From an optimization exercise on the open Yosys and OpenROAD flow, aimed at small area; shortcuts taken in it are not production practice. The RTL was checked by simulation tests, not by an equivalence proof against the original design. Power and IR drop assume default switching activity.

==> flow/constraint.sdc <==
create_clock -name core_clock -period 6.0 [get_ports {clk}]
set_input_delay 1.2000 -clock core_clock [delete_from_list [all_inputs] [get_ports {clk}]]
set_output_delay 1.2000 -clock core_clock [all_outputs]
set_load 0.01 [all_outputs]
==> flow/config.mk <==
export PLATFORM = sky130hd
export DESIGN_NAME = systolic_array
export DESIGN_NICKNAME = systolic_array
export VERILOG_FILES = /design/flow/design.v
export SDC_FILE = /design/flow/constraint.sdc
export NUM_CORES = 4
export LEC_CHECK = 0
export ABC_AREA = 1
export CAP_MARGIN = 20
export CORE_MARGIN = 2
export CORE_UTILIZATION = 65
export GPL_TIMING_DRIVEN = 0
export SETUP_SLACK_MARGIN = 0.08
export SLEW_MARGIN = 20
==> flow/flow/run.sh <==
#!/bin/bash
# The standard layout (standard.sh) with these changes:
#  - SYNTH_ARGS=-noabc: Yosys's quick ABC pass inside `synth` is skipped, so the explicit
#    full-adder trees in the RTL reach extract_fa unchanged and map to fa/ha cells without
#    inverters between them (the final ABC mapping still runs as usual);
#  - port buffers are buf_1 instead of the 10 um2 delay buffers buffer_ports picks by default
#    (every input and output port still gets its own buffer);
#  - REMOVE_ABC_BUFFERS=1: the floorplan step removes the buffers ABC inserted instead of
#    resizing for timing that early (repair_design and repair_timing run later as usual);
#  - clock tree: no dummy loads, clkbuf_16 only, sink clusters of up to 30 within 100 um.
set -euo pipefail
export SYNTH_ARGS=-noabc
export REMOVE_ABC_BUFFERS=1
export BUFFER_PORTS_ARGS="-inputs -outputs -buffer_cell sky130_fd_sc_hd__buf_1"
export CTS_ARGS="-sink_clustering_enable -repair_clock_nets -dont_use_dummy_load -sink_clustering_size 30 -sink_clustering_max_diameter 100 -buf_list {sky130_fd_sc_hd__clkbuf_16}"
bash standard.sh > standard.log 2>&1
==> flow/standard.sh <==
#!/bin/bash
# synth_recipe.tcl (not shown) runs the flow's synth.tcl, then flattens the netlist and writes it again
# the make line also repeats each setting of config.mk as NAME=value (left out here)
make -C /OpenROAD-flow-scripts/flow DESIGN_CONFIG=/design/flow/config.mk WORK_HOME=/design/flow/orfs CLKGATE_MAP_FILE= SYNTH_SCRIPT=/design/flow/synth_recipe.tcl "${@:-finish}"
==> flow/design.v <==
module PE(
    input wire [7:0] a,
    input wire [7:0] b,
    input wire en,
    input wire clk,
    input wire rst,
    output reg [15:0] result
);
reg cy;
wire pp0_0 = a[0] & b[0] & en;
wire pp0_1 = a[0] & b[1] & en;
wire pp0_2 = a[0] & b[2] & en;
wire pp0_3 = a[0] & b[3] & en;
wire pp0_4 = a[0] & b[4] & en;
wire pp0_5 = a[0] & b[5] & en;
wire pp0_6 = a[0] & b[6] & en;
wire pp0_7 = a[0] & b[7] & en;
wire pp1_0 = a[1] & b[0] & en;
wire pp1_1 = a[1] & b[1] & en;
wire pp1_2 = a[1] & b[2] & en;
wire pp1_3 = a[1] & b[3] & en;
wire pp1_4 = a[1] & b[4] & en;
wire pp1_5 = a[1] & b[5] & en;
wire pp1_6 = a[1] & b[6] & en;
wire pp1_7 = a[1] & b[7] & en;
wire pp2_0 = a[2] & b[0] & en;
wire pp2_1 = a[2] & b[1] & en;
wire pp2_2 = a[2] & b[2] & en;
wire pp2_3 = a[2] & b[3] & en;
wire pp2_4 = a[2] & b[4] & en;
wire pp2_5 = a[2] & b[5] & en;
wire pp2_6 = a[2] & b[6] & en;
wire pp2_7 = a[2] & b[7] & en;
wire pp3_0 = a[3] & b[0] & en;
wire pp3_1 = a[3] & b[1] & en;
wire pp3_2 = a[3] & b[2] & en;
wire pp3_3 = a[3] & b[3] & en;
wire pp3_4 = a[3] & b[4] & en;
wire pp3_5 = a[3] & b[5] & en;
wire pp3_6 = a[3] & b[6] & en;
wire pp3_7 = a[3] & b[7] & en;
wire pp4_0 = a[4] & b[0] & en;
wire pp4_1 = a[4] & b[1] & en;
wire pp4_2 = a[4] & b[2] & en;
wire pp4_3 = a[4] & b[3] & en;
wire pp4_4 = a[4] & b[4] & en;
wire pp4_5 = a[4] & b[5] & en;
wire pp4_6 = a[4] & b[6] & en;
wire pp4_7 = a[4] & b[7] & en;
wire pp5_0 = a[5] & b[0] & en;
wire pp5_1 = a[5] & b[1] & en;
wire pp5_2 = a[5] & b[2] & en;
wire pp5_3 = a[5] & b[3] & en;
wire pp5_4 = a[5] & b[4] & en;
wire pp5_5 = a[5] & b[5] & en;
wire pp5_6 = a[5] & b[6] & en;
wire pp5_7 = a[5] & b[7] & en;
wire pp6_0 = a[6] & b[0] & en;
wire pp6_1 = a[6] & b[1] & en;
wire pp6_2 = a[6] & b[2] & en;
wire pp6_3 = a[6] & b[3] & en;
wire pp6_4 = a[6] & b[4] & en;
wire pp6_5 = a[6] & b[5] & en;
wire pp6_6 = a[6] & b[6] & en;
wire pp6_7 = a[6] & b[7] & en;
wire pp7_0 = a[7] & b[0] & en;
wire pp7_1 = a[7] & b[1] & en;
wire pp7_2 = a[7] & b[2] & en;
wire pp7_3 = a[7] & b[3] & en;
wire pp7_4 = a[7] & b[4] & en;
wire pp7_5 = a[7] & b[5] & en;
wire pp7_6 = a[7] & b[6] & en;
wire pp7_7 = a[7] & b[7] & en;
wire s5_0h = result[5] ^ pp0_5;
wire c5_0h = result[5] & pp0_5;
wire s6_0 = result[6] ^ pp0_6 ^ pp1_5;
wire c6_0 = (result[6] & pp0_6) | (pp1_5 & (result[6] ^ pp0_6));
wire s6_1h = pp2_4 ^ pp3_3;
wire c6_1h = pp2_4 & pp3_3;
wire s7_1 = result[7] ^ pp0_7 ^ pp1_6;
wire c7_1 = (result[7] & pp0_7) | (pp1_6 & (result[7] ^ pp0_7));
wire s7_2 = pp2_5 ^ pp3_4 ^ pp4_3;
wire c7_2 = (pp2_5 & pp3_4) | (pp4_3 & (pp2_5 ^ pp3_4));
wire s7_2h = pp5_2 ^ pp6_1;
wire c7_2h = pp5_2 & pp6_1;
wire s8_3 = result[8] ^ pp1_7 ^ pp2_6;
wire c8_3 = (result[8] & pp1_7) | (pp2_6 & (result[8] ^ pp1_7));
wire s8_4 = pp3_5 ^ pp4_4 ^ pp5_3;
wire c8_4 = (pp3_5 & pp4_4) | (pp5_3 & (pp3_5 ^ pp4_4));
wire s8_3h = pp6_2 ^ pp7_1;
wire c8_3h = pp6_2 & pp7_1;
wire s9_5 = result[9] ^ pp2_7 ^ pp3_6;
wire c9_5 = (result[9] & pp2_7) | (pp3_6 & (result[9] ^ pp2_7));
wire s9_6 = pp4_5 ^ pp5_4 ^ pp6_3;
wire c9_6 = (pp4_5 & pp5_4) | (pp6_3 & (pp4_5 ^ pp5_4));
wire s10_7 = result[10] ^ pp3_7 ^ pp4_6;
wire c10_7 = (result[10] & pp3_7) | (pp4_6 & (result[10] ^ pp3_7));
wire s3_4h = result[3] ^ pp0_3;
wire c3_4h = result[3] & pp0_3;
wire s4_8 = result[4] ^ pp0_4 ^ pp1_3;
wire c4_8 = (result[4] & pp0_4) | (pp1_3 & (result[4] ^ pp0_4));
wire s4_5h = pp2_2 ^ pp3_1;
wire c4_5h = pp2_2 & pp3_1;
wire s5_9 = pp1_4 ^ pp2_3 ^ pp3_2;
wire c5_9 = (pp1_4 & pp2_3) | (pp3_2 & (pp1_4 ^ pp2_3));
wire s5_10 = pp4_1 ^ pp5_0 ^ s5_0h;
wire c5_10 = (pp4_1 & pp5_0) | (s5_0h & (pp4_1 ^ pp5_0));
wire s6_11 = pp4_2 ^ pp5_1 ^ pp6_0;
wire c6_11 = (pp4_2 & pp5_1) | (pp6_0 & (pp4_2 ^ pp5_1));
wire s6_12 = c5_0h ^ s6_1h ^ s6_0;
wire c6_12 = (c5_0h & s6_1h) | (s6_0 & (c5_0h ^ s6_1h));
wire s7_13 = pp7_0 ^ c6_1h ^ s7_2h;
wire c7_13 = (pp7_0 & c6_1h) | (s7_2h & (pp7_0 ^ c6_1h));
wire s7_14 = c6_0 ^ s7_1 ^ s7_2;
wire c7_14 = (c6_0 & s7_1) | (s7_2 & (c6_0 ^ s7_1));
wire s8_15 = c7_2h ^ s8_3h ^ c7_1;
wire c8_15 = (c7_2h & s8_3h) | (c7_1 & (c7_2h ^ s8_3h));
wire s8_16 = c7_2 ^ s8_3 ^ s8_4;
wire c8_16 = (c7_2 & s8_3) | (s8_4 & (c7_2 ^ s8_3));
wire s9_17 = pp7_2 ^ c8_3h ^ c8_3;
wire c9_17 = (pp7_2 & c8_3h) | (c8_3 & (pp7_2 ^ c8_3h));
wire s9_18 = c8_4 ^ s9_5 ^ s9_6;
wire c9_18 = (c8_4 & s9_5) | (s9_6 & (c8_4 ^ s9_5));
wire s10_19 = pp5_5 ^ pp6_4 ^ pp7_3;
wire c10_19 = (pp5_5 & pp6_4) | (pp7_3 & (pp5_5 ^ pp6_4));
wire s10_20 = c9_5 ^ c9_6 ^ s10_7;
wire c10_20 = (c9_5 & c9_6) | (s10_7 & (c9_5 ^ c9_6));
wire s11_21 = result[11] ^ pp4_7 ^ pp5_6;
wire c11_21 = (result[11] & pp4_7) | (pp5_6 & (result[11] ^ pp4_7));
wire s11_22 = pp6_5 ^ pp7_4 ^ c10_7;
wire c11_22 = (pp6_5 & pp7_4) | (c10_7 & (pp6_5 ^ pp7_4));
wire s12_23 = result[12] ^ pp5_7 ^ pp6_6;
wire c12_23 = (result[12] & pp5_7) | (pp6_6 & (result[12] ^ pp5_7));
wire s2_6h = result[2] ^ pp0_2;
wire c2_6h = result[2] & pp0_2;
wire s3_24 = pp1_2 ^ pp2_1 ^ pp3_0;
wire c3_24 = (pp1_2 & pp2_1) | (pp3_0 & (pp1_2 ^ pp2_1));
wire s4_25 = pp4_0 ^ c3_4h ^ s4_5h;
wire c4_25 = (pp4_0 & c3_4h) | (s4_5h & (pp4_0 ^ c3_4h));
wire s5_26 = c4_5h ^ c4_8 ^ s5_9;
wire c5_26 = (c4_5h & c4_8) | (s5_9 & (c4_5h ^ c4_8));
wire s6_27 = c5_9 ^ s6_11 ^ c5_10;
wire c6_27 = (c5_9 & s6_11) | (c5_10 & (c5_9 ^ s6_11));
wire s7_28 = c6_11 ^ s7_13 ^ c6_12;
wire c7_28 = (c6_11 & s7_13) | (c6_12 & (c6_11 ^ s7_13));
wire s8_29 = c7_13 ^ c7_14 ^ s8_15;
wire c8_29 = (c7_13 & c7_14) | (s8_15 & (c7_13 ^ c7_14));
wire s9_30 = c8_15 ^ c8_16 ^ s9_17;
wire c9_30 = (c8_15 & c8_16) | (s9_17 & (c8_15 ^ c8_16));
wire s10_31 = s10_19 ^ c9_17 ^ c9_18;
wire c10_31 = (s10_19 & c9_17) | (c9_18 & (s10_19 ^ c9_17));
wire s11_32 = c10_19 ^ s11_21 ^ c10_20;
wire c11_32 = (c10_19 & s11_21) | (c10_20 & (c10_19 ^ s11_21));
wire s12_33 = pp7_5 ^ c11_21 ^ s12_23;
wire c12_33 = (pp7_5 & c11_21) | (s12_23 & (pp7_5 ^ c11_21));
wire s13_34 = result[13] ^ pp6_7 ^ pp7_6;
wire c13_34 = (result[13] & pp6_7) | (pp7_6 & (result[13] ^ pp6_7));
wire s1_7h = result[1] ^ pp0_1;
wire c1_7h = result[1] & pp0_1;
wire s2_35 = pp1_1 ^ pp2_0 ^ s2_6h;
wire c2_35 = (pp1_1 & pp2_0) | (s2_6h & (pp1_1 ^ pp2_0));
wire s3_36 = c2_6h ^ s3_4h ^ s3_24;
wire c3_36 = (c2_6h & s3_4h) | (s3_24 & (c2_6h ^ s3_4h));
wire s4_37 = c3_24 ^ s4_8 ^ s4_25;
wire c4_37 = (c3_24 & s4_8) | (s4_25 & (c3_24 ^ s4_8));
wire s5_38 = c4_25 ^ s5_10 ^ s5_26;
wire c5_38 = (c4_25 & s5_10) | (s5_26 & (c4_25 ^ s5_10));
wire s6_39 = c5_26 ^ s6_12 ^ s6_27;
wire c6_39 = (c5_26 & s6_12) | (s6_27 & (c5_26 ^ s6_12));
wire s7_40 = s7_14 ^ c6_27 ^ s7_28;
wire c7_40 = (s7_14 & c6_27) | (s7_28 & (s7_14 ^ c6_27));
wire s8_41 = s8_16 ^ c7_28 ^ s8_29;
wire c8_41 = (s8_16 & c7_28) | (s8_29 & (s8_16 ^ c7_28));
wire s9_42 = s9_18 ^ c8_29 ^ s9_30;
wire c9_42 = (s9_18 & c8_29) | (s9_30 & (s9_18 ^ c8_29));
wire s10_43 = s10_20 ^ c9_30 ^ s10_31;
wire c10_43 = (s10_20 & c9_30) | (s10_31 & (s10_20 ^ c9_30));
wire s11_44 = s11_22 ^ c10_31 ^ s11_32;
wire c11_44 = (s11_22 & c10_31) | (s11_32 & (s11_22 ^ c10_31));
wire s12_45 = c11_22 ^ s12_33 ^ c11_32;
wire c12_45 = (c11_22 & s12_33) | (c11_32 & (c11_22 ^ s12_33));
wire s13_46 = c12_23 ^ s13_34 ^ c12_33;
wire c13_46 = (c12_23 & s13_34) | (c12_33 & (c12_23 ^ s13_34));
wire s14_47 = result[14] ^ pp7_7 ^ c13_34;
wire c14_47 = (result[14] & pp7_7) | (c13_34 & (result[14] ^ pp7_7));
wire r0 = result[0] ^ pp0_0;
wire rc0 = result[0] & pp0_0;
wire r1 = pp1_0 ^ rc0 ^ s1_7h;
wire rc1 = (pp1_0 & rc0) | (s1_7h & (pp1_0 ^ rc0));
wire r2 = c1_7h ^ rc1 ^ s2_35;
wire rc2 = (c1_7h & rc1) | (s2_35 & (c1_7h ^ rc1));
wire r3 = c2_35 ^ s3_36 ^ rc2;
wire rc3 = (c2_35 & s3_36) | (rc2 & (c2_35 ^ s3_36));
wire r4 = c3_36 ^ s4_37 ^ rc3;
wire rc4 = (c3_36 & s4_37) | (rc3 & (c3_36 ^ s4_37));
wire r5 = c4_37 ^ s5_38 ^ rc4;
wire rc5 = (c4_37 & s5_38) | (rc4 & (c4_37 ^ s5_38));
wire r6 = c5_38 ^ s6_39 ^ rc5;
wire rc6 = (c5_38 & s6_39) | (rc5 & (c5_38 ^ s6_39));
wire r7 = c6_39 ^ s7_40 ^ rc6;
wire rc7 = (c6_39 & s7_40) | (rc6 & (c6_39 ^ s7_40));
wire r8 = c7_40 ^ s8_41 ^ rc7;
wire rc8 = (c7_40 & s8_41) | (rc7 & (c7_40 ^ s8_41));
wire r9 = c8_41 ^ s9_42 ^ rc8;
wire rc9 = (c8_41 & s9_42) | (rc8 & (c8_41 ^ s9_42));
wire cy_next = rc9;
wire r10 = cy ^ c9_42 ^ s10_43;
wire rc10 = (cy & c9_42) | (s10_43 & (cy ^ c9_42));
wire r11 = c10_43 ^ s11_44 ^ rc10;
wire rc11 = (c10_43 & s11_44) | (rc10 & (c10_43 ^ s11_44));
wire r12 = c11_44 ^ s12_45 ^ rc11;
wire rc12 = (c11_44 & s12_45) | (rc11 & (c11_44 ^ s12_45));
wire r13 = s13_46 ^ c12_45 ^ rc12;
wire rc13 = (s13_46 & c12_45) | (rc12 & (s13_46 ^ c12_45));
wire r14 = s14_47 ^ c13_46 ^ rc13;
wire rc14 = (s14_47 & c13_46) | (rc13 & (s14_47 ^ c13_46));
wire r15 = result[15] ^ c14_47 ^ rc14;
always @(posedge clk or posedge rst) begin
    if (rst) begin
        result <= 16'd0;
        cy <= 1'b0;
    end else begin
        result <= {r15, r14, r13, r12, r11, r10, r9, r8, r7, r6, r5, r4, r3, r2, r1, r0};
        cy <= cy_next;
    end
end
endmodule
module PE_late(
    input wire [7:0] a,
    input wire [7:0] b,
    input wire en,
    input wire clk,
    input wire rst,
    output reg [15:0] result
);
reg cy;
wire pp0_0 = a[0] & b[0] & en;
wire pp0_1 = a[0] & b[1] & en;
wire pp0_2 = a[0] & b[2] & en;
wire pp0_3 = a[0] & b[3] & en;
wire pp0_4 = a[0] & b[4] & en;
wire pp0_5 = a[0] & b[5] & en;
wire pp0_6 = a[0] & b[6] & en;
wire pp0_7 = a[0] & b[7] & en;
wire pp1_0 = a[1] & b[0] & en;
wire pp1_1 = a[1] & b[1] & en;
wire pp1_2 = a[1] & b[2] & en;
wire pp1_3 = a[1] & b[3] & en;
wire pp1_4 = a[1] & b[4] & en;
wire pp1_5 = a[1] & b[5] & en;
wire pp1_6 = a[1] & b[6] & en;
wire pp1_7 = a[1] & b[7] & en;
wire pp2_0 = a[2] & b[0] & en;
wire pp2_1 = a[2] & b[1] & en;
wire pp2_2 = a[2] & b[2] & en;
wire pp2_3 = a[2] & b[3] & en;
wire pp2_4 = a[2] & b[4] & en;
wire pp2_5 = a[2] & b[5] & en;
wire pp2_6 = a[2] & b[6] & en;
wire pp2_7 = a[2] & b[7] & en;
wire pp3_0 = a[3] & b[0] & en;
wire pp3_1 = a[3] & b[1] & en;
wire pp3_2 = a[3] & b[2] & en;
wire pp3_3 = a[3] & b[3] & en;
wire pp3_4 = a[3] & b[4] & en;
wire pp3_5 = a[3] & b[5] & en;
wire pp3_6 = a[3] & b[6] & en;
wire pp3_7 = a[3] & b[7] & en;
wire pp4_0 = a[4] & b[0] & en;
wire pp4_1 = a[4] & b[1] & en;
wire pp4_2 = a[4] & b[2] & en;
wire pp4_3 = a[4] & b[3] & en;
wire pp4_4 = a[4] & b[4] & en;
wire pp4_5 = a[4] & b[5] & en;
wire pp4_6 = a[4] & b[6] & en;
wire pp4_7 = a[4] & b[7] & en;
wire pp5_0 = a[5] & b[0] & en;
wire pp5_1 = a[5] & b[1] & en;
wire pp5_2 = a[5] & b[2] & en;
wire pp5_3 = a[5] & b[3] & en;
wire pp5_4 = a[5] & b[4] & en;
wire pp5_5 = a[5] & b[5] & en;
wire pp5_6 = a[5] & b[6] & en;
wire pp5_7 = a[5] & b[7] & en;
wire pp6_0 = a[6] & b[0] & en;
wire pp6_1 = a[6] & b[1] & en;
wire pp6_2 = a[6] & b[2] & en;
wire pp6_3 = a[6] & b[3] & en;
wire pp6_4 = a[6] & b[4] & en;
wire pp6_5 = a[6] & b[5] & en;
wire pp6_6 = a[6] & b[6] & en;
wire pp6_7 = a[6] & b[7] & en;
wire pp7_0 = a[7] & b[0] & en;
wire pp7_1 = a[7] & b[1] & en;
wire pp7_2 = a[7] & b[2] & en;
wire pp7_3 = a[7] & b[3] & en;
wire pp7_4 = a[7] & b[4] & en;
wire pp7_5 = a[7] & b[5] & en;
wire pp7_6 = a[7] & b[6] & en;
wire pp7_7 = a[7] & b[7] & en;
wire s5_0h = result[5] ^ pp0_5;
wire c5_0h = result[5] & pp0_5;
wire s6_0 = result[6] ^ pp0_6 ^ pp1_5;
wire c6_0 = (result[6] & pp0_6) | (pp1_5 & (result[6] ^ pp0_6));
wire s6_1h = pp2_4 ^ pp3_3;
wire c6_1h = pp2_4 & pp3_3;
wire s7_1 = result[7] ^ pp0_7 ^ pp1_6;
wire c7_1 = (result[7] & pp0_7) | (pp1_6 & (result[7] ^ pp0_7));
wire s7_2 = pp2_5 ^ pp3_4 ^ pp4_3;
wire c7_2 = (pp2_5 & pp3_4) | (pp4_3 & (pp2_5 ^ pp3_4));
wire s7_2h = pp5_2 ^ pp6_1;
wire c7_2h = pp5_2 & pp6_1;
wire s8_3 = result[8] ^ pp1_7 ^ pp2_6;
wire c8_3 = (result[8] & pp1_7) | (pp2_6 & (result[8] ^ pp1_7));
wire s8_4 = pp3_5 ^ pp4_4 ^ pp5_3;
wire c8_4 = (pp3_5 & pp4_4) | (pp5_3 & (pp3_5 ^ pp4_4));
wire s8_3h = pp6_2 ^ pp7_1;
wire c8_3h = pp6_2 & pp7_1;
wire s9_5 = result[9] ^ pp2_7 ^ pp3_6;
wire c9_5 = (result[9] & pp2_7) | (pp3_6 & (result[9] ^ pp2_7));
wire s9_6 = pp4_5 ^ pp5_4 ^ pp6_3;
wire c9_6 = (pp4_5 & pp5_4) | (pp6_3 & (pp4_5 ^ pp5_4));
wire s10_7 = result[10] ^ pp3_7 ^ pp4_6;
wire c10_7 = (result[10] & pp3_7) | (pp4_6 & (result[10] ^ pp3_7));
wire s3_4h = result[3] ^ pp0_3;
wire c3_4h = result[3] & pp0_3;
wire s4_8 = result[4] ^ pp0_4 ^ pp1_3;
wire c4_8 = (result[4] & pp0_4) | (pp1_3 & (result[4] ^ pp0_4));
wire s4_5h = pp2_2 ^ pp3_1;
wire c4_5h = pp2_2 & pp3_1;
wire s5_9 = pp1_4 ^ pp2_3 ^ pp3_2;
wire c5_9 = (pp1_4 & pp2_3) | (pp3_2 & (pp1_4 ^ pp2_3));
wire s5_10 = pp4_1 ^ pp5_0 ^ s5_0h;
wire c5_10 = (pp4_1 & pp5_0) | (s5_0h & (pp4_1 ^ pp5_0));
wire s6_11 = pp4_2 ^ pp5_1 ^ pp6_0;
wire c6_11 = (pp4_2 & pp5_1) | (pp6_0 & (pp4_2 ^ pp5_1));
wire s6_12 = c5_0h ^ s6_1h ^ s6_0;
wire c6_12 = (c5_0h & s6_1h) | (s6_0 & (c5_0h ^ s6_1h));
wire s7_13 = pp7_0 ^ c6_1h ^ s7_2h;
wire c7_13 = (pp7_0 & c6_1h) | (s7_2h & (pp7_0 ^ c6_1h));
wire s7_14 = c6_0 ^ s7_1 ^ s7_2;
wire c7_14 = (c6_0 & s7_1) | (s7_2 & (c6_0 ^ s7_1));
wire s8_15 = c7_2h ^ s8_3h ^ c7_1;
wire c8_15 = (c7_2h & s8_3h) | (c7_1 & (c7_2h ^ s8_3h));
wire s8_16 = c7_2 ^ s8_3 ^ s8_4;
wire c8_16 = (c7_2 & s8_3) | (s8_4 & (c7_2 ^ s8_3));
wire s9_17 = pp7_2 ^ c8_3h ^ c8_3;
wire c9_17 = (pp7_2 & c8_3h) | (c8_3 & (pp7_2 ^ c8_3h));
wire s9_18 = c8_4 ^ s9_5 ^ s9_6;
wire c9_18 = (c8_4 & s9_5) | (s9_6 & (c8_4 ^ s9_5));
wire s10_19 = pp5_5 ^ pp6_4 ^ pp7_3;
wire c10_19 = (pp5_5 & pp6_4) | (pp7_3 & (pp5_5 ^ pp6_4));
wire s10_20 = c9_5 ^ c9_6 ^ s10_7;
wire c10_20 = (c9_5 & c9_6) | (s10_7 & (c9_5 ^ c9_6));
wire s11_21 = result[11] ^ pp4_7 ^ pp5_6;
wire c11_21 = (result[11] & pp4_7) | (pp5_6 & (result[11] ^ pp4_7));
wire s11_22 = pp6_5 ^ pp7_4 ^ c10_7;
wire c11_22 = (pp6_5 & pp7_4) | (c10_7 & (pp6_5 ^ pp7_4));
wire s12_23 = result[12] ^ pp5_7 ^ pp6_6;
wire c12_23 = (result[12] & pp5_7) | (pp6_6 & (result[12] ^ pp5_7));
wire s2_6h = result[2] ^ pp0_2;
wire c2_6h = result[2] & pp0_2;
wire s3_24 = pp1_2 ^ pp2_1 ^ pp3_0;
wire c3_24 = (pp1_2 & pp2_1) | (pp3_0 & (pp1_2 ^ pp2_1));
wire s4_25 = pp4_0 ^ c3_4h ^ s4_5h;
wire c4_25 = (pp4_0 & c3_4h) | (s4_5h & (pp4_0 ^ c3_4h));
wire s5_26 = c4_5h ^ c4_8 ^ s5_9;
wire c5_26 = (c4_5h & c4_8) | (s5_9 & (c4_5h ^ c4_8));
wire s6_27 = c5_9 ^ s6_11 ^ c5_10;
wire c6_27 = (c5_9 & s6_11) | (c5_10 & (c5_9 ^ s6_11));
wire s7_28 = c6_11 ^ s7_13 ^ c6_12;
wire c7_28 = (c6_11 & s7_13) | (c6_12 & (c6_11 ^ s7_13));
wire s8_29 = c7_13 ^ c7_14 ^ s8_15;
wire c8_29 = (c7_13 & c7_14) | (s8_15 & (c7_13 ^ c7_14));
wire s9_30 = c8_15 ^ c8_16 ^ s9_17;
wire c9_30 = (c8_15 & c8_16) | (s9_17 & (c8_15 ^ c8_16));
wire s10_31 = s10_19 ^ c9_17 ^ c9_18;
wire c10_31 = (s10_19 & c9_17) | (c9_18 & (s10_19 ^ c9_17));
wire s11_32 = c10_19 ^ s11_21 ^ c10_20;
wire c11_32 = (c10_19 & s11_21) | (c10_20 & (c10_19 ^ s11_21));
wire s12_33 = pp7_5 ^ c11_21 ^ s12_23;
wire c12_33 = (pp7_5 & c11_21) | (s12_23 & (pp7_5 ^ c11_21));
wire s13_34 = result[13] ^ pp6_7 ^ pp7_6;
wire c13_34 = (result[13] & pp6_7) | (pp7_6 & (result[13] ^ pp6_7));
wire s1_7h = result[1] ^ pp0_1;
wire c1_7h = result[1] & pp0_1;
wire s2_35 = pp1_1 ^ pp2_0 ^ s2_6h;
wire c2_35 = (pp1_1 & pp2_0) | (s2_6h & (pp1_1 ^ pp2_0));
wire s3_36 = c2_6h ^ s3_4h ^ s3_24;
wire c3_36 = (c2_6h & s3_4h) | (s3_24 & (c2_6h ^ s3_4h));
wire s4_37 = c3_24 ^ s4_8 ^ s4_25;
wire c4_37 = (c3_24 & s4_8) | (s4_25 & (c3_24 ^ s4_8));
wire s5_38 = c4_25 ^ s5_10 ^ s5_26;
wire c5_38 = (c4_25 & s5_10) | (s5_26 & (c4_25 ^ s5_10));
wire s6_39 = c5_26 ^ s6_12 ^ s6_27;
wire c6_39 = (c5_26 & s6_12) | (s6_27 & (c5_26 ^ s6_12));
wire s7_40 = s7_14 ^ c6_27 ^ s7_28;
wire c7_40 = (s7_14 & c6_27) | (s7_28 & (s7_14 ^ c6_27));
wire s8_41 = s8_16 ^ c7_28 ^ s8_29;
wire c8_41 = (s8_16 & c7_28) | (s8_29 & (s8_16 ^ c7_28));
wire s9_42 = s9_18 ^ c8_29 ^ s9_30;
wire c9_42 = (s9_18 & c8_29) | (s9_30 & (s9_18 ^ c8_29));
wire s10_43 = s10_20 ^ c9_30 ^ s10_31;
wire c10_43 = (s10_20 & c9_30) | (s10_31 & (s10_20 ^ c9_30));
wire s11_44 = s11_22 ^ c10_31 ^ s11_32;
wire c11_44 = (s11_22 & c10_31) | (s11_32 & (s11_22 ^ c10_31));
wire s12_45 = c11_22 ^ s12_33 ^ c11_32;
wire c12_45 = (c11_22 & s12_33) | (c11_32 & (c11_22 ^ s12_33));
wire s13_46 = c12_23 ^ s13_34 ^ c12_33;
wire c13_46 = (c12_23 & s13_34) | (c12_33 & (c12_23 ^ s13_34));
wire s14_47 = result[14] ^ pp7_7 ^ c13_34;
wire c14_47 = (result[14] & pp7_7) | (c13_34 & (result[14] ^ pp7_7));
wire r0 = result[0] ^ pp0_0;
wire rc0 = result[0] & pp0_0;
wire r1 = pp1_0 ^ rc0 ^ s1_7h;
wire rc1 = (pp1_0 & rc0) | (s1_7h & (pp1_0 ^ rc0));
wire r2 = c1_7h ^ rc1 ^ s2_35;
wire rc2 = (c1_7h & rc1) | (s2_35 & (c1_7h ^ rc1));
wire r3 = c2_35 ^ s3_36 ^ rc2;
wire rc3 = (c2_35 & s3_36) | (rc2 & (c2_35 ^ s3_36));
wire r4 = c3_36 ^ s4_37 ^ rc3;
wire rc4 = (c3_36 & s4_37) | (rc3 & (c3_36 ^ s4_37));
wire r5 = c4_37 ^ s5_38 ^ rc4;
wire rc5 = (c4_37 & s5_38) | (rc4 & (c4_37 ^ s5_38));
wire r6 = c5_38 ^ s6_39 ^ rc5;
wire rc6 = (c5_38 & s6_39) | (rc5 & (c5_38 ^ s6_39));
wire r7 = c6_39 ^ s7_40 ^ rc6;
wire rc7 = (c6_39 & s7_40) | (rc6 & (c6_39 ^ s7_40));
wire r8 = c7_40 ^ s8_41 ^ rc7;
wire rc8 = (c7_40 & s8_41) | (rc7 & (c7_40 ^ s8_41));
wire r9 = c8_41 ^ s9_42 ^ rc8;
wire rc9 = (c8_41 & s9_42) | (rc8 & (c8_41 ^ s9_42));
wire cy_next = rc9;
wire r10 = cy ^ c9_42 ^ s10_43;
wire rc10 = (cy & c9_42) | (s10_43 & (cy ^ c9_42));
wire r11 = c10_43 ^ s11_44 ^ rc10;
wire rc11 = (c10_43 & s11_44) | (rc10 & (c10_43 ^ s11_44));
wire r12 = c11_44 ^ s12_45 ^ rc11;
wire rc12 = (c11_44 & s12_45) | (rc11 & (c11_44 ^ s12_45));
wire r13 = s13_46 ^ c12_45 ^ rc12;
wire rc13 = (s13_46 & c12_45) | (rc12 & (s13_46 ^ c12_45));
wire r14 = s14_47 ^ c13_46 ^ rc13;
wire rc14 = (s14_47 & c13_46) | (rc13 & (s14_47 ^ c13_46));
wire r15 = result[15] ^ c14_47 ^ rc14;
always @(posedge clk or posedge rst) begin
    if (rst)
        result <= 16'd0;
    else
        result <= {r15, r14, r13, r12, r11, r10, r9, r8, r7, r6, r5, r4, r3, r2, r1, r0};
end
always @(posedge clk)
    cy <= cy_next;
endmodule
module systolic_array(
    input wire[7:0] inp_west0,
    input wire[7:0] inp_west4,
    input wire[7:0] inp_west8,
    input wire[7:0] inp_west12,
    input wire[7:0] inp_north0,
    input wire[7:0] inp_north1,
    input wire[7:0] inp_north2,
    input wire[7:0] inp_north3,
    output wire [15:0] out00,
    output wire [15:0] out01,
    output wire [15:0] out02,
    output wire [15:0] out03,
    output wire [15:0] out04,
    output wire [15:0] out05,
    output wire [15:0] out06,
    output wire [15:0] out07,
    output wire [15:0] out08,
    output wire [15:0] out09,
    output wire [15:0] out10,
    output wire [15:0] out11,
    output wire [15:0] out12,
    output wire [15:0] out13,
    output wire [15:0] out14,
    output wire [15:0] out15,
    input wire clk,
    input wire rst,
    output reg done);
reg [3:0] cycle_counter;
always @(posedge clk or posedge rst) begin
    if (rst) begin
        cycle_counter <= 4'd0;
        done <= 1'b0;
    end else if (cycle_counter != 4'd11) begin
        cycle_counter <= cycle_counter + 4'd1;
    end else begin
        done <= 1'b1;
    end
end
wire [3:0] count_next = (cycle_counter != 4'd11) ? cycle_counter + 4'd1 : cycle_counter;
reg [7:0] win;
always @(posedge clk or posedge rst) begin
    if (rst)
        win <= 8'b00000011;
    else begin
        win[0] <= (count_next >= 4'd0) & (count_next <= 4'd7);   
        win[1] <= (count_next >= 4'd0) & (count_next <= 4'd10);   
        win[2] <= (count_next >= 4'd1) & (count_next <= 4'd8);   
        win[3] <= (count_next >= 4'd1) & (count_next <= 4'd9);   
        win[4] <= (count_next >= 4'd1) & (count_next <= 4'd10);   
        win[5] <= (count_next >= 4'd2) & (count_next <= 4'd9);   
        win[6] <= (count_next >= 4'd2) & (count_next <= 4'd10);   
        win[7] <= (count_next >= 4'd3) & (count_next <= 4'd10);   
    end
end
wire [7:0] W0 = inp_west0, W1 = inp_west4, W2 = inp_west8, W3 = inp_west12;
wire [7:0] N0 = inp_north0, N1 = inp_north1, N2 = inp_north2, N3 = inp_north3;
reg [7:0] wd0_1;
reg [7:0] wd0_2;
reg [7:0] wd0_3;
reg [7:0] wd1_1;
reg [7:0] wd1_2;
reg [7:0] wd2_1;
reg [7:0] nd0_1;
reg [7:0] nd0_2;
reg [7:0] nd0_3;
reg [7:0] nd1_1;
reg [7:0] nd1_2;
reg [7:0] nd2_1;
always @(posedge clk) begin
    wd0_1 <= W0;
    wd0_2 <= wd0_1;
    wd0_3 <= wd0_2;
    wd1_1 <= W1;
    wd1_2 <= wd1_1;
    wd2_1 <= W2;
    nd0_1 <= N0;
    nd0_2 <= nd0_1;
    nd0_3 <= nd0_2;
    nd1_1 <= N1;
    nd1_2 <= nd1_1;
    nd2_1 <= N2;
end
wire [15:0] c00;
PE pe00 (.a(W0), .b(N0), .en(win[1]), .clk(clk), .rst(rst), .result(c00));   
wire [15:0] c01;
PE_late pe01 (.a(wd0_1), .b(N1), .en(win[4]), .clk(clk), .rst(rst), .result(c01));   
wire [15:0] c02;
PE_late pe02 (.a(wd0_2), .b(N2), .en(win[6]), .clk(clk), .rst(rst), .result(c02));   
wire [15:0] c03;
PE_late pe03 (.a(wd0_3), .b(N3), .en(win[7]), .clk(clk), .rst(rst), .result(c03));   
wire [15:0] c10;
PE_late pe10 (.a(W1), .b(nd0_1), .en(win[4]), .clk(clk), .rst(rst), .result(c10));   
wire [15:0] c11;
PE_late pe11 (.a(wd1_1), .b(nd1_1), .en(win[4]), .clk(clk), .rst(rst), .result(c11));   
wire [15:0] c12;
PE_late pe12 (.a(wd1_2), .b(nd2_1), .en(win[6]), .clk(clk), .rst(rst), .result(c12));   
wire [15:0] c13;
PE_late pe13 (.a(wd1_2), .b(N3), .en(win[5]), .clk(clk), .rst(rst), .result(c13));   
wire [15:0] c20;
PE_late pe20 (.a(W2), .b(nd0_2), .en(win[6]), .clk(clk), .rst(rst), .result(c20));   
wire [15:0] c21;
PE_late pe21 (.a(wd2_1), .b(nd1_2), .en(win[6]), .clk(clk), .rst(rst), .result(c21));   
wire [15:0] c22;
PE_late pe22 (.a(wd2_1), .b(nd2_1), .en(win[3]), .clk(clk), .rst(rst), .result(c22));   
wire [15:0] c23;
PE_late pe23 (.a(wd2_1), .b(N3), .en(win[2]), .clk(clk), .rst(rst), .result(c23));   
wire [15:0] c30;
PE_late pe30 (.a(W3), .b(nd0_3), .en(win[7]), .clk(clk), .rst(rst), .result(c30));   
wire [15:0] c31;
PE_late pe31 (.a(W3), .b(nd1_2), .en(win[5]), .clk(clk), .rst(rst), .result(c31));   
wire [15:0] c32;
PE_late pe32 (.a(W3), .b(nd2_1), .en(win[2]), .clk(clk), .rst(rst), .result(c32));   
wire [15:0] c33;
PE pe33 (.a(W3), .b(N3), .en(win[0]), .clk(clk), .rst(rst), .result(c33));   
assign out03 = c00;
assign out02 = c01;
assign out01 = c02;
assign out00 = c03;
assign out07 = c10;
assign out06 = c11;
assign out05 = c12;
assign out04 = c13;
assign out11 = c20;
assign out10 = c21;
assign out09 = c22;
assign out08 = c23;
assign out15 = c30;
assign out14 = c31;
assign out13 = c32;
assign out12 = c33;
endmodule
==> impl_metrics.yaml, run 1 <==
placed_design:
  place.gp.congestion: 0.924
  hpwl_mm: 73.6
  dpl_cell_area_mm2: 0.0382
  pre_cts_slack_ps: -1000
  port_buffers: 322
floorplanning:
  core_mm2: 0.0551
  io_pins: 323
  die_w_um: 240
  dieArea_mm2: 0.0576
  rows: 86
  start_util_pct: 65.7
  die_y_um: 240
finish:
  fill_cells: 4058
  regArea_mm2: 0.00900
  multi_input_area_mm2: 0.0267
  synthToLayoutAreaGrowth_pct: 8.60
  final_common_cell: "nor2_1"
  drive_above_1_share_pct: 4.44
  nNetsFinal: 4446
  final_cell_mix: "1,026 x nor2_1, 985 x fa_1, 313 x buf_1, 264 x dfrtp_1, 146 x ha_1"
  final_cell_area_mm2: 0.0393
timing:
  fin_crit_sh_pct: 96.8
  fin_skew_ps: 61.4
  fin_crit_ps: 5810
  worstMarginPinSlew_ps: 779
  rsz0062_at_grt: "true"
  maxSlewViolCount: 0
  fin_ws_ps: 189
  clock.fmax_mhz: 172
  final-setup-viol-count: 0
  slew_headroom_pct: 48.0
  finalHoldViolCount: 0
cts:
  cts_num_sinks: 381
  cts_made_buffers: 26
  clkLatencyLatePin_ps: 610
  cts_buffer_depth: 3
  clkTransAtPathRegs_ps: 110
  cts-root-buf: "clkbuf_16"
  cts_tree: "done"
  htreeDepth: 1
worst_setup_path:
  crit_type: "in2reg"
  cp_slowest_cell: "fa_1"
  regToRegStartpoint: "win[6]$_DFF_PP0_"
  cp_num_buf_inv: 1
  max_stage_delay_ps: 520
  end_kind: "register"
  cp.arrival_ps: 6240
  critPathTopFamily: "adder cells"
  start_kind: "primary input"
  crit_top_cell: "fa_1"
  crit_required_ps: 6430
  reg2reg_setup_slack_ps: 260
  startpoint: "inp_north3[4]"
  critPathMaxFanout: 8
  reg2reg_depth: 13
  path_cells: "buf_2 -> nand2_2 -> nor2_1 -> fa_1 -> fa_1 -> fa_1 -> fa_1 -> fa_1 -> fa_1 -> fa_1 -> fa_1 -> fa_1 -> xnor2_1"
  worstSetupPathDepth: 13
pwr:
  p_seq_share_pct: 42.3
  sw_frac_of_total_pct: 42.5
  p_per_area_mw_per_mm2: 263
  max-vdd-ir-drop_mv: 0.273
  clkPwrFrac_pct: 16.4
  power_frac_comb_pct: 41.4
  intPower_mw: 5.95
  p_leak_nw: 20.1
  switching_power_mw: 4.41
grt:
  grt_first_pass_wirelength_mm: 147
  antenna_found_initial: 5
  grt_start_max_net_pins: 96
  grt_pass1_vias: 26262
  overflow: 0
  grt_usage_pct: 34.1
detailed_routing:
  dr.pass1.iters: 6
  routed_via_density: 5.80
  postRouteAntennaNets: 0
  wl_mm: 91.5
  wl_per_cell_um: 22.9
  drtIter0Drc: 1747
  drcViolationCount: 0
  vias: 23147
hold_path:
  min_path_type: "reg2reg"
  holdCritStartpoint: "nd0_1[0]$_DFF_P_"
  hold_path_depth: 0
synth:
  synth_edf_count: 0
  synth-xor-area-share_pct: 0.774
  syn_avg_cell_area_um2: 12.4
  yosysWarningCount: 3
  synthAdderAreaFrac_pct: 59.9
  async_flop_share_pct: 71.1
  synthSimpleGateAreaFrac_pct: 12.6
  synth_seq_cells: 381
  ys_seq_area_share_pct: 24.8
  syn_area_mm2: 0.0362
  synth_mux_area_share_pct: 0
  synth_compound_area_share_pct: 0.0657
  synth_top_family_by_area: "adder cells"
  syn_inst: 2925
  synth_cell_types: 24
  synthFlopType: "dfrtp_1"
run:
  maxCapViolations: 0
run_status:
  status: "timing/DRC/antenna clean"
stage by stage:
step	total power, mW	instances	setup TNS [ps]	utilization [%]	hold WS, ps
final	10.4	3989	0	71.4	321
after global routing	11.2	3988	0	71.4	326
after CTS	10.5	3976	0	70.8	316
after detailed placement	8.70	3944	-38310	69.4	341
after global placement	8.49	3940	-1777830	69.2	339
after floorplan	6.84	2870	-721990	-	331
final timing paths:
kind | endpoint
max in group asynchronous | pe33.result[13]$_DFF_PP0_
setup reg to reg | pe21.result[9]$_DFF_PP0_
min in group asynchronous | pe00.result[15]$_DFF_PP0_
hold reg to reg | nd0_2[0]$_DFF_P_
hold / removal | nd0_2[0]$_DFF_P_
setup / recovery | pe03.result[15]$_DFF_PP0_
worst reg2reg max path, stage by stage (launching register included):
cell and delay [ps]:
dfrtp_4 550, clkbuf_16 220, nand2_1 290, nor2_1 100, ha_1 300, fa_1 430
fa_1 470, fa_1 470, fa_1 480, fa_1 460, fa_1 460, fa_1 470
fa_1 460, fa_1 480
what timing repair did:
action                     CTS  global route
pin swaps                    0             1
buffers inserted             5            12
setup endpoints to repair   61            44
hold buffers                 0             0
resized for setup           27            62
gates cloned                 1             0
power groups by stage:
| stage | Combinational, mW | Clock, mW | Sequential [mW] |
|---|---|---|---|
| 2_1_floorplan | 2.24 | 0 | 4.61 |
| 3_3_place_gp | 4.08 | 0 | 4.41 |
| 3_5_place_dp | 4.26 | 0 | 4.44 |
| 4_1_cts | 4.32 | 1.73 | 4.40 |
| 5_1_grt | 4.88 | 1.82 | 4.52 |
| 6_report | 4.29 | 1.69 | 4.38 |
cell usage after synthesis, types with 2 or more instances:
library cell	instances	area (um2)
ha_1	146	1830
dfxtp_1	110	2200
clkbuf_1	45	169
nor3_1	2	10.0
buf_2	9	45.0
inv_2	3	11.3
nor2_2	2	12.5
a21oi_1	2	10.0
nor2_1	1026	3850
dfrtp_1	269	6730
nand2_2	13	81.3
nand3_1	2	10.0
nand2_1	149	559
fa_1	992	19900
nand4_1	3	18.8
dfstp_2	2	52.6
inv_1	112	420
xnor2_1	32	280
layout make-up:
| cell class | count | share of cell area [%] |
|---|---|---|
| diodes | 1 | 0.00637 |
| clock buffers | 26 | 1.65 |
| inverters | 115 | 1.22 |
| multi-input cells | 2374 | 67.9 |
| flip-flops and latches | 381 | 22.9 |
| well taps | 748 | 2.38 |
| repair buffers | 343 | 3.92 |
| repair inverters | 1 | 0.0191 |
logic make-up after synthesis:
group,after synthesis
fa+ha+maj,1138
compound gates,4
buf+inv,170
xor+xnor,32
flops,381
simple gates,1200
layer usage:
layer	up-vias	GRT usage [%]	part of all wire (%)
met3	219	8.21	8.6
met4	8	13.9	5.2
li1	9455	-	-
met2	1033	53.0	48
met5	-	0.433	0.058
met1	12432	47.2	38
==> inputs of run 2 (changes only) <==
--- a/flow/flow/run.sh
+++ b/flow/flow/run.sh
@@ -9,3 +9,3 @@
 #    resizing for timing that early (repair_design and repair_timing run later as usual);
-#  - clock tree: no dummy loads, clkbuf_16 only, sink clusters of up to 30 within 100 um.
+#  - clock tree: no dummy loads, clkbuf_16 only, sink clusters of up to 30 within 120 um.
 set -euo pipefail
@@ -14,3 +14,3 @@
 export BUFFER_PORTS_ARGS="-inputs -outputs -buffer_cell sky130_fd_sc_hd__buf_1"
-export CTS_ARGS="-sink_clustering_enable -repair_clock_nets -dont_use_dummy_load -sink_clustering_size 30 -sink_clustering_max_diameter 100 -buf_list {sky130_fd_sc_hd__clkbuf_16}"
+export CTS_ARGS="-sink_clustering_enable -repair_clock_nets -dont_use_dummy_load -sink_clustering_size 30 -sink_clustering_max_diameter 120 -buf_list {sky130_fd_sc_hd__clkbuf_16}"
 bash standard.sh > standard.log 2>&1
--- a/flow/config.mk
+++ b/flow/config.mk
@@ -12,3 +12,3 @@
 export GPL_TIMING_DRIVEN = 0
-export SETUP_SLACK_MARGIN = 0.08
+export SETUP_SLACK_MARGIN = 0.05
 export SLEW_MARGIN = 20
==> impl_metrics.yaml, run 2 <==
pwr:
  clkPwrFrac_pct: 13.6
  power_frac_comb_pct: 42.7
  switching_power_mw: 4.32
  p_leak_nw: 19.9
  p_per_area_mw_per_mm2: 257
  power_mw: 10.0
  max-vdd-ir-drop_mv: 0.205
  intPower_mw: 5.69
  p_seq_share_pct: 43.7
  sw_frac_of_total_pct: 43.1
synth:
  synth_cell_types: 24
  synth.largest_area_cell: "fa_1"
  async_flop_share_pct: 71.1
  synth_seq_cells: 381
  syn_area_mm2: 0.0362
  synth.top_cell.area_share_pct: 54.9
  synth_edf_count: 0
  netlist_top_cells_count: "1,026 x nor2_1, 992 x fa_1, 269 x dfrtp_1"
  syn_inst: 2925
  syn_avg_cell_area_um2: 12.4
  yosysWarningCount: 3
  synthFlopType: "dfrtp_1"
  synthTopCellsByArea: "fa_1 55%, dfrtp_1 19%, nor2_1 11%, dfxtp_1 6.1%, ha_1 5.0%"
  ys_seq_area_share_pct: 24.8
  synth.most_common_cell: "nor2_1"
timing:
  fin_crit_ps: 5840
  slew_headroom_pct: 48.0
  worstMarginPinSlew_ps: 778
  fin_crit_sh_pct: 97.4
  fin_hold_ws_ps: 333
  final-setup-viol-count: 0
  clock.fmax_mhz: 171
  maxSlewViolCount: 0
  fin_skew_ps: 54.4
  rsz0062_at_grt: "true"
  finalHoldViolCount: 0
cts:
  cts_num_sinks: 381
  cts_buffer_depth: 3
  cts-root-buf: "clkbuf_16"
  clkTransAtPathRegs_ps: 110
  clkLatencyLatePin_ps: 570
  htreeDepth: 1
  hold_buffers: 0
  cts_tree: "done"
  cts_made_buffers: 17
hold_path:
  holdPathEnd: "wd0_3[2]$_DFF_P_"
  holdCritStartpoint: "wd0_2[2]$_DFF_P_"
  min_path_type: "reg2reg"
  hold_path_depth: 0
worst_setup_path:
  critPathMaxFanout: 4
  max_stage_delay_ps: 550
  crit_type: "in2reg"
  reg2reg_depth: 13
  crit_top_cell: "fa_1"
  crit_required_ps: 6510
  cp.arrival_ps: 6350
  r2r_end: "pe10.result[15]$_DFF_PP0_"
  critPathTopFamily: "adder cells"
  path_cells: "buf_4 -> clkinvlp_4 -> nor2_1 -> ha_1 -> fa_1 -> fa_1 -> fa_1 -> fa_1 -> fa_1 -> fa_1 -> fa_1 -> fa_1 -> fa_1"
  cp_slowest_cell: "fa_1"
  end_kind: "register"
  cp_num_buf_inv: 2
  regToRegStartpoint: "win[4]$_DFF_PP0_"
  reg2reg_setup_slack_ps: 240
  start_kind: "primary input"
finish:
  multi_input_area_mm2: 0.0267
  drive_above_1_share_pct: 3.87
  stdcell_count: 3978
  final_cell_mix: "1,025 x nor2_1, 985 x fa_1, 313 x buf_1, 264 x dfrtp_1, 146 x ha_1"
  regArea_mm2: 0.00900
  final_common_cell: "nor2_1"
  final_cell_area_mm2: 0.0390
  num_antenna_cells: 0
  nNetsFinal: 4436
  synthToLayoutAreaGrowth_pct: 7.79
  fill_cells: 4081
detailed_routing:
  wl_per_cell_um: 22.9
  routed_via_density: 5.81
  drtIter0Drc: 1802
  wl_mm: 90.9
  postRouteAntennaNets: 0
  vias: 23097
  dr.pass1.iters: 6
  drcViolationCount: 0
run_status:
  status: "timing/DRC/antenna clean"
floorplanning:
  die_w_um: 240
  io_pins: 323
  dieArea_mm2: 0.0576
  die_y_um: 240
  core_mm2: 0.0551
  rows: 86
  start_util_pct: 65.7
grt:
  grt_usage_pct: 33.9
  overflow: 0
  grt_first_pass_wirelength_mm: 146
  antenna_found_initial: 4
  grt_start_max_net_pins: 96
  grt_pass1_vias: 26088
placed_design:
  hpwl_mm: 73.6
  dp_cells: 3944
  port_buffers: 322
  place.gp.congestion: 0.924
  dpl_cell_area_mm2: 0.0382
run:
  maxCapViolations: 0
run 2: cell count changes in the layout (fill, tap and decap cells not counted), sizes merged:
cell,delta
inv,+1
diode,-1
clkinvlp,-1
clkbuf,-9
buf,-1
run 2: how the worst max path moves through the flow:
stage	start	to	slack (ps)	cells after the start
final	inp_north3[2]	pe13.result[9]$_DFF_PP0_	160	13
after global routing	inp_west12[2]	pe33.result[15]$_DFF_PP0_	30	14
after CTS	inp_north3[2]	pe13.result[9]$_DFF_PP0_	60	13
after detailed placement	inp_west12[0]	pe33.result[9]$_DFF_PP0_	-1000	13
after global placement	rst	pe32.result[6]$_DFF_PP0_	-6490	2
after floorplan	rst	cycle_counter[0]$_DFF_PP0_	-2660	1
run 2: logic make-up (layout without fill, tap and decap cells):
logic type / after synthesis / in the layout / share of synthesized area [%]
XOR/XNOR: 32 / 32 / 0.774
buffers and inverters: 170 / 475 / 1.80
adder cells (fa/ha/maj): 1138 / 1138 / 59.9
flip-flops: 381 / 381 / 24.8
AO/OA/AOI/OAI: 4 / 4 / 0.0657
AND/OR/NAND/NOR: 1200 / 1200 / 12.6
run 2: final cells by class:
| type | count | area share, % |
|---|---|---|
| Timing Repair Buffer | 342 | 3.85 |
| Sequential cell | 381 | 23.1 |
| Multi-Input combinational cell | 2374 | 68.3 |
| Timing Repair inverter | 1 | 0.0192 |
| Tap cell | 748 | 2.40 |
| Inverter | 115 | 1.22 |
| Clock buffer | 17 | 1.09 |
run 2: layer usage:
metal  vias to the layer above  part of all wire, %  track usage, %
met2                      1025                   48            52.6
met4                         8                  5.1            13.7
met5                         -                0.059               0
met1                     12427                   38            47.1
li1                       9429                    -               -
met3                       208                  8.4            8.15
run 2: repair_timing:
| action | 4_1_cts | 5_1_grt |
|---|---|---|
| gates resized for setup | 28 | 53 |
| endpoints found under the setup margin | 63 | 41 |
| pin swaps | 0 | 2 |
| setup buffers | 5 | 11 |
| gates cloned | 1 | 0 |
run 2: power by group through the flow:
stage / combinational (mW) / sequential (mW) / clock, mW
6_report: 4.27 / 4.37 / 1.36
5_1_grt: 4.87 / 4.51 / 1.48
4_1_cts: 4.32 / 4.40 / 1.41
3_5_place_dp: 4.26 / 4.44 / 0
3_3_place_gp: 4.08 / 4.41 / 0
2_1_floorplan: 2.24 / 4.61 / 0
run 2: stage by stage:
| step | setup TNS (ps) | setup WS, ps | utilization [%] |
|---|---|---|---|
| 2_1_floorplan | -721990 | -2660 | - |
| 3_3_place_gp | -1777830 | -6490 | 69.2 |
| 3_5_place_dp | -38310 | -1000 | 69.4 |
| 4_1_cts | 0 | 61.6 | 70.4 |
| 5_1_grt | 0 | 28.0 | 70.8 |
| 6_report | 0 | 158 | 70.8 |
==> inputs of run 3 (changes only) <==
--- a/flow/config.mk
+++ b/flow/config.mk
@@ -12,3 +12,3 @@
 export GPL_TIMING_DRIVEN = 0
-export SETUP_SLACK_MARGIN = 0.05
+export SETUP_SLACK_MARGIN = 0.08
 export SLEW_MARGIN = 20
==> impl_metrics.yaml, run 3 <==
worst_setup_path:
  end_kind: "register"
  critPathMaxFanout: 8
  start_kind: "primary input"
  reg2reg_setup_slack_ps: 280
  path_cells: "buf_1 -> nand2_1 -> nor2_1 -> ha_1 -> fa_1 -> fa_1 -> fa_1 -> fa_1 -> fa_1 -> fa_1 -> fa_1 -> fa_1 -> fa_1"
  r2r_end: "pe02.result[9]$_DFF_PP0_"
  max_stage_delay_ps: 500
  crit_required_ps: 6400
  reg2reg_depth: 13
  cp.arrival_ps: 6250
  crit_top_cell: "fa_1"
  crit_type: "in2reg"
  cp_slowest_cell: "fa_1"
  regToRegStartpoint: "win[6]$_DFF_PP0_"
  critPathTopFamily: "adder cells"
  cp_num_buf_inv: 1
grt:
  antenna_found_initial: 4
  overflow: 0
  grt_first_pass_wirelength_mm: 146
  grt_usage_pct: 33.9
  grt_pass1_vias: 26090
  grt_start_max_net_pins: 96
cts:
  htreeDepth: 1
  cts_tree: "done"
  hold_buffers: 0
  clkTransAtPathRegs_ps: 110
  cts_num_sinks: 381
  cts_made_buffers: 17
  cts-root-buf: "clkbuf_16"
  cts_buffer_depth: 3
  clkLatencyLatePin_ps: 570
floorplanning:
  dieArea_mm2: 0.0576
  start_util_pct: 65.7
  core_mm2: 0.0551
  die_w_um: 240
  die_y_um: 240
  io_pins: 323
  rows: 86
timing:
  finalHoldViolCount: 0
  rsz0062_at_grt: "true"
  final-setup-viol-count: 0
  fin_skew_ps: 49.9
  fin_ws_ps: 153
  worstMarginPinSlew_ps: 779
  clock.fmax_mhz: 171
  slew_headroom_pct: 48.0
  maxSlewViolCount: 0
  fin_crit_ps: 5850
  fin_crit_sh_pct: 97.5
synth:
  synth_edf_count: 0
  synthFlopType: "dfrtp_1"
  ys_seq_area_share_pct: 24.8
  synthTopCellsByArea: "fa_1 55%, dfrtp_1 19%, nor2_1 11%, dfxtp_1 6.1%, ha_1 5.0%"
  yosysWarningCount: 3
  synth.most_common_cell: "nor2_1"
  synth_seq_cells: 381
  netlist_top_cells_count: "1,026 x nor2_1, 992 x fa_1, 269 x dfrtp_1"
  syn_avg_cell_area_um2: 12.4
  synth.largest_area_cell: "fa_1"
  async_flop_share_pct: 71.1
  syn_inst: 2925
  syn_area_mm2: 0.0362
  synth_cell_types: 24
  synth.top_cell.area_share_pct: 54.9
detailed_routing:
  dr.pass1.iters: 5
  drcViolationCount: 0
  routed_via_density: 5.79
  drtIter0Drc: 1780
  postRouteAntennaNets: 0
  wl_per_cell_um: 22.8
  wl_mm: 90.9
  vias: 23047
hold_path:
  min_path_type: "reg2reg"
  holdPathEnd: "wd0_3[2]$_DFF_P_"
  hold_path_depth: 0
  holdCritStartpoint: "wd0_2[2]$_DFF_P_"
finish:
  nNetsFinal: 4438
  final_common_cell: "nor2_1"
  synthToLayoutAreaGrowth_pct: 7.99
  final_cell_mix: "1,024 x nor2_1, 982 x fa_1, 313 x buf_1, 264 x dfrtp_1, 146 x ha_1"
  drive_above_1_share_pct: 4.36
run_status:
  status: "timing/DRC/antenna clean"
pwr:
  p_leak_nw: 20.0
  p_per_area_mw_per_mm2: 256
  max-vdd-ir-drop_mv: 0.204
  power_mw: 10.0
placed_design:
  pre_cts_slack_ps: -1000
  port_buffers: 322
  hpwl_mm: 73.6
  place.gp.congestion: 0.924
run:
  maxCapViolations: 0
## run 3: what timing repair did
action	CTS	global route
pin swaps	0	2
cloned	1	0
gates resized for setup	30	67
buffers inserted	5	13
setup endpoints to repair	66	49
## run 3: stage by stage
stage	instances	hold WS, ps	util (%)	TNS [ps]	instance area (um2)
floorplan	2870	331	-	-721990	36000
global placement	3940	339	69.2	-1777830	38100
detailed placement	3944	341	69.4	-38310	38200
CTS	3967	336	70.4	0	38800
global route	3980	343	71.0	0	39100
finish	3981	334	71.0	0	39100
## run 3: how the worst max path moves through the flow
stage	from	endpoint	slack, ps	cells after the start
4_1_cts	inp_north3[2]	pe13.result[9]$_DFF_PP0_	60	13
2_1_floorplan	rst	cycle_counter[0]$_DFF_PP0_	-2660	1
3_3_place_gp	rst	pe32.result[6]$_DFF_PP0_	-6490	2
6_report	inp_north1[1]	pe01.result[9]$_DFF_PP0_	150	13
5_1_grt	inp_north1[1]	pe01.result[9]$_DFF_PP0_	10	13
3_5_place_dp	inp_west12[0]	pe33.result[9]$_DFF_PP0_	-1000	13
## run 3: worst reg2reg max path: cells and delay by family (launching register included)
family | cells | cell delay [ps]
simple gates | 2 | 370
buf+inv | 1 | 170
fa+ha+maj | 10 | 4510
flops | 1 | 550
## run 3: layout make-up
type,instances,area (um2)
Sequential cell,381,9000
Timing Repair Buffer,344,1530
Antenna cell,1,2.50
Clock buffer,17,425
Fill cell,4078,16000
Multi-Input combinational cell,2374,26700
Inverter,115,475
Tap cell,748,936
Timing Repair inverter,1,7.51
## run 3: per-layer routing
layer  global-route usage (%)  vias to the layer above  part of all wire (%)
met3                     8.15                      203                   8.7
li1                         -                     9436                     -
met4                     13.7                        8                   5.2
met2                     52.6                     1065                    48
met5                        0                        -                 0.061
met1                     47.1                    12335                    38
## run 3: logic make-up (layout without fill, tap and decap cells)
group           after synthesis  after routing  share of synthesized area, %
simple gates               1200           1200                          12.6
fa+ha+maj                  1138           1138                          59.9
flops                       381            381                          24.8
buf+inv                     170            477                          1.80
xor+xnor                     32             32                         0.774
compound gates                4              4                        0.0657
other cells                   0              1                             0
## run 3: power breakdown
| group | internal (mW) | switching (mW) | leakage (nW) |
|---|---|---|---|
| clock network | 0.516 | 0.846 | 0.209 |
| logic | 1.72 | 2.56 | 15.7 |
| registers | 3.46 | 0.908 | 4.08 |
| total | 5.70 | 4.32 | 20.0 |

[separate check: timing with driven ports]
The results above use ideal ports. As a check the final layouts listed here were re-extracted and re-timed, cells and wires unchanged. Step 1, drivers: a clkbuf_16 drives clk and a buf_2 each remaining input, both assumed. Step 2 also shifts input and output timing later by t, the mid clock arrival at the registers, as if the neighbouring blocks saw the same clock. a / b / c = ideal / step 1 / step 2; a / b = the first two.
run	t (ns)	slack for setup (ns)	hold slack, ns	slew at the worst register clock pin (ns)
run 1	0.640	0.189 / 0.222 / -0.418	0.321 / 0.321 / 0.321	0.11 / 0.11
run 2	0.606	0.158 / 0.193 / -0.413	0.333 / 0.333 / 0.333	0.13 / 0.13
run 3	0.605	0.153 / 0.176 / -0.429	0.334 / 0.334 / 0.334	0.12 / 0.12
With both steps, setup timing fails in every run listed, where it was met with ideal ports. The setup slack of run 1, which loses most, moves by +0.033 ns with the drivers and by -0.607 ns with both steps.
